This design comes from an exercise in tuning for a short achievable clock period and few clock cycles on the open sky130 flow, not from production work. Function was checked by simulation only, so behaviour that the tests miss may differ from the original. No driver is modelled on the clock port, so clock power and skew are understated where the tree is cut down; a real chip needs a root buffer or a tree. Power figures rest on the tool's default switching activity, not on a simulated workload.

Setup of before:
// MPSCPU
module MPSCPU(
    output [8 - 1:0] imem_addr,
    input [16 - 1:0] imem_value,
    output [8 - 1:0] dmem_addr,
    output dmem_wenable,
    input [8 - 1:0] dmem_rvalue,
    output [8 - 1:0] dmem_wvalue,
    input clock,
    input nreset,
    output halted
);
    integer i;
    reg [7:0] r_pc;
    reg r_dead;       
    reg r_halted;
    reg [3:0] r1_d;
    reg [7:0] r1_imm;
    reg r1_wen;
    reg r1_st;
    reg r1_mem;       
    reg r1_add, r1_sub;
    reg r1_shl, r1_shr, r1_ld;
    reg [3:0] r1_tt;  
    reg [15:1] r1_sa;
    reg r1_sa_w, r1_sa_imm;
    reg [15:1] r1_sb;
    reg r1_sb_w;
    reg r1_fx_add, r1_fx_sub, r1_fx_oth, r1_fx_ld;    
    reg r1_fm_add, r1_fm_sub, r1_fm_oth, r1_fm_ld;    
    reg r1_fy_add, r1_fy_sub, r1_fy_oth, r1_fy_ld;    
    reg r1_fv_add, r1_fv_sub, r1_fv_oth, r1_fv_ld;    
    reg [7:0] r2_x;
    reg [7:0] r2_y;
    reg [7:0] r2_addr;
    reg [7:0] r2_wval;
    reg r2_st;
    reg r2_wen;
    reg [3:0] r2_d;
    reg r2_add, r2_sub, r2_shl, r2_shr, r2_ld;
    reg [3:0] r2_tt;
    reg [7:0] r3_res;
    reg [15:1] r3_we;
    reg [7:0] r_regs [1:15];
    assign imem_addr = r_pc;
    assign halted = r_halted;
    assign dmem_addr = r2_addr;
    assign dmem_wvalue = r2_wval;
    assign dmem_wenable = r2_st;
    wire [3:0] f_op = imem_value[3:0];
    wire [3:0] f_d = imem_value[7:4];
    wire [3:0] f_a = imem_value[11:8];
    wire [3:0] f_b = imem_value[15:12];
  ...
Size in the first run: ~52 I/O pins, roughly 12,000 sq um of cells after synthesis.
Settings: LEC_CHECK=0, ABC_CLOCK_PERIOD_IN_PS=1800, CAP_MARGIN=20, CORE_MARGIN=2, CORE_UTILIZATION=40, SETUP_SLACK_MARGIN=3.4, SLEW_MARGIN=20; clock period 5.0 ns.
standard.sh (not shown) runs the stock make flow with config.mk's settings and CLKGATE_MAP_FILE= SYNTH_SCRIPT=/design/flow/synth_recipe.tcl, a recipe that flattens the netlist after the stock synthesis.
==> flow/flow/run.sh <==
#!/bin/bash
# Layout flow: the standard flow (standard.sh) with these changes:
# - ABC maps the synthesized logic with flow/abc_speed.script instead of
#   ORFS's scripts/abc_speed.script (Yosys's steps, register names and cells
#   are the standard ones);
# - the port buffers are buf_4 cells instead of the default delay buffers;
# - clock tree synthesis clusters the registers in groups of up to 18 under
#   clkbuf_16 buffers, and flow/flatten_clock.tcl then removes the H-tree's
#   branching level and splits the root buffer in two, each driving the
#   cluster buffers of one half of the die.
set -euo pipefail
W=$PWD
rm -rf "$W/scripts_mod"
cp -r "$FLOW_HOME/scripts" "$W/scripts_mod"
cp "$W/flow/abc_speed.script" "$W/scripts_mod/abc_speed.script"
bash "$W/standard.sh" "SCRIPTS_DIR=$W/scripts_mod" \
    "BUFFER_PORTS_ARGS=-buffer_cell sky130_fd_sc_hd__buf_4" \
    "CTS_ARGS=-sink_clustering_enable -repair_clock_nets -sink_clustering_size 18 -sink_clustering_max_diameter 100 -buf_list sky130_fd_sc_hd__clkbuf_16 -root_buf sky130_fd_sc_hd__clkbuf_16 -dont_use_dummy_load" \
    "POST_CTS_TCL=$W/flow/flatten_clock.tcl" \
    finish > "$W/make_finish.log" 2>&1
Other scripts of this flow, unchanged in this note and not shown: flow/flow/abc_speed.script, flow/flow/flatten_clock.tcl
Testbench counts of before, summed over its fixed seeds: cycles 12,480.
Relative to before, the following input files were edited for after:
# before
export LEC_CHECK = 0
export ABC_CLOCK_PERIOD_IN_PS = 1800
export CAP_MARGIN = 20
export CORE_MARGIN = 2
export CORE_UTILIZATION = 40
export SETUP_SLACK_MARGIN = 3.4
export SLEW_MARGIN = 20
create_clock -name core_clock -period 5.0 [get_ports {clock}]
# after
export LEC_CHECK = 0
export ABC_CLOCK_PERIOD_IN_PS = 1800
export CAP_MARGIN = 20
export CORE_MARGIN = 2
export CORE_UTILIZATION = 40
export SETUP_SLACK_MARGIN = 3.2
export SLEW_MARGIN = 20
create_clock -name core_clock -period 5.0 [get_ports {clock}]
Notes after the runs:
- after finished every step from synthesis to the final layout, and the layout passed the timing, DRC and antenna checks.
- Comparing after with before, the xor/xnor cell area share of the yosys netlist came out essentially unchanged.
- before has a lower total of fill cells in the finished design than after.
- Re final wirelength: before was higher than after.
- Between after and before, it is after whose half-perimeter wire length after placement is higher, by 200 microns.
- Delta (after minus before): remaining max-slew budget at the tightest pin climbed 7.8 points; post-route fraction of the period consumed by the critical path comparable; final area now smaller; final worst setup slack now sits higher; post-route total power shows a reduction of 3.8%.

MPSCPU again, from the RTL that the note above started with.
clock: 5.0 ns
lec_check: 0
abc_clock_period_in_ps: 1800
cap_margin: 20
core_margin: 2
core_utilization: 40
setup_slack_margin: 3.2
slew_margin: 20
run.sh (not shown) runs the stock make flow with config.mk's settings and CLKGATE_MAP_FILE= SYNTH_SCRIPT=/design/flow/synth_recipe.tcl, a recipe that flattens the netlist after the stock synthesis.
Stock flow here: none of the scripts above is used.
Testbench counts at the start, summed over its fixed seeds: cycles 12,480.
Change:
==> flow/flow/run.sh (new file) <==
#!/bin/bash
# Layout flow: the standard flow (standard.sh), with one change: ABC maps
# the synthesized logic with flow/abc_speed.script instead of ORFS's
# scripts/abc_speed.script. Yosys's synthesis steps, the register names and
# cells, and every later step are the standard ones.
set -euo pipefail
W=$PWD
rm -rf "$W/scripts_mod"
cp -r "$FLOW_HOME/scripts" "$W/scripts_mod"
cp "$W/flow/abc_speed.script" "$W/scripts_mod/abc_speed.script"
bash "$W/standard.sh" "SCRIPTS_DIR=$W/scripts_mod" finish > "$W/make_finish.log" 2>&1
==> flow/flow/abc_speed.script (new file) <==
&get -n
&st
&dch
&nf
&put
strash
dch
map -D 1200
&get -n
&st
&syn2
&if -g -K 6
&synch2
&nf -p
&put
buffer -c
topo
stime -c
upsize -c
dnsize -c
==> flow/standard.sh (new file) <==
#!/bin/bash
# synth_recipe.tcl (not shown) runs the flow's synth.tcl, then flattens the netlist and writes it again
# the make line also repeats each setting of config.mk as NAME=value (left out here)
make -C /OpenROAD-flow-scripts/flow DESIGN_CONFIG=/design/flow/config.mk WORK_HOME=/design/flow/orfs CLKGATE_MAP_FILE= SYNTH_SCRIPT=/design/flow/synth_recipe.tcl "${@:-finish}"
removed: flow/run.sh
=> The changed run went through all stages and came out clean; count of clock-buffer cells in the layout goes down by 3; register-to-register slack is better by 0.22 ns; final cell count grows by about a fifth; non-clock buffer count went down by 6; via count climbs by roughly a tenth; total power is higher slightly; sequential cell count does not change; critical path depth shrinks by 4; design area increases slightly; setup slack improved by 0.16 ns.

==> afterwards: timing with drivers on the ports <==
Ports are ideal in the flow. The routed layouts listed here were re-timed in OpenROAD.
Step 1, drivers: a clkbuf_16 drives clock and a buf_2 each remaining input, both assumed.
Step 2 moves the port delays by t, midway between the first and last clock arrival at a register: inputs arrive t later, outputs are due t later. That takes back most of the time a late clock gives input paths.
a / b / c = ideal / step 1 / step 2; a / b = the first two.
run | t (ns) | setup WS [ns] | latest minus earliest clock arrival (ns)
before | 0.435 | 3.099 / 3.061 / 2.852 | 0.035 / 0.034
after | 0.430 | 3.103 / 3.094 / 2.858 | 0.024 / 0.025
the first run of note 2 | 0.589 | 2.817 / 2.817 / 2.434 | 0.016 / 0.016
the second run of note 2 | 0.603 | 2.977 / 2.926 / 2.642 | 0.029 / 0.029
After both steps setup and hold are still met in every run listed. For the first run of note 2, which loses most, drivers alone change the setup slack by 0.000 ns; drivers and shift together by -0.383 ns.
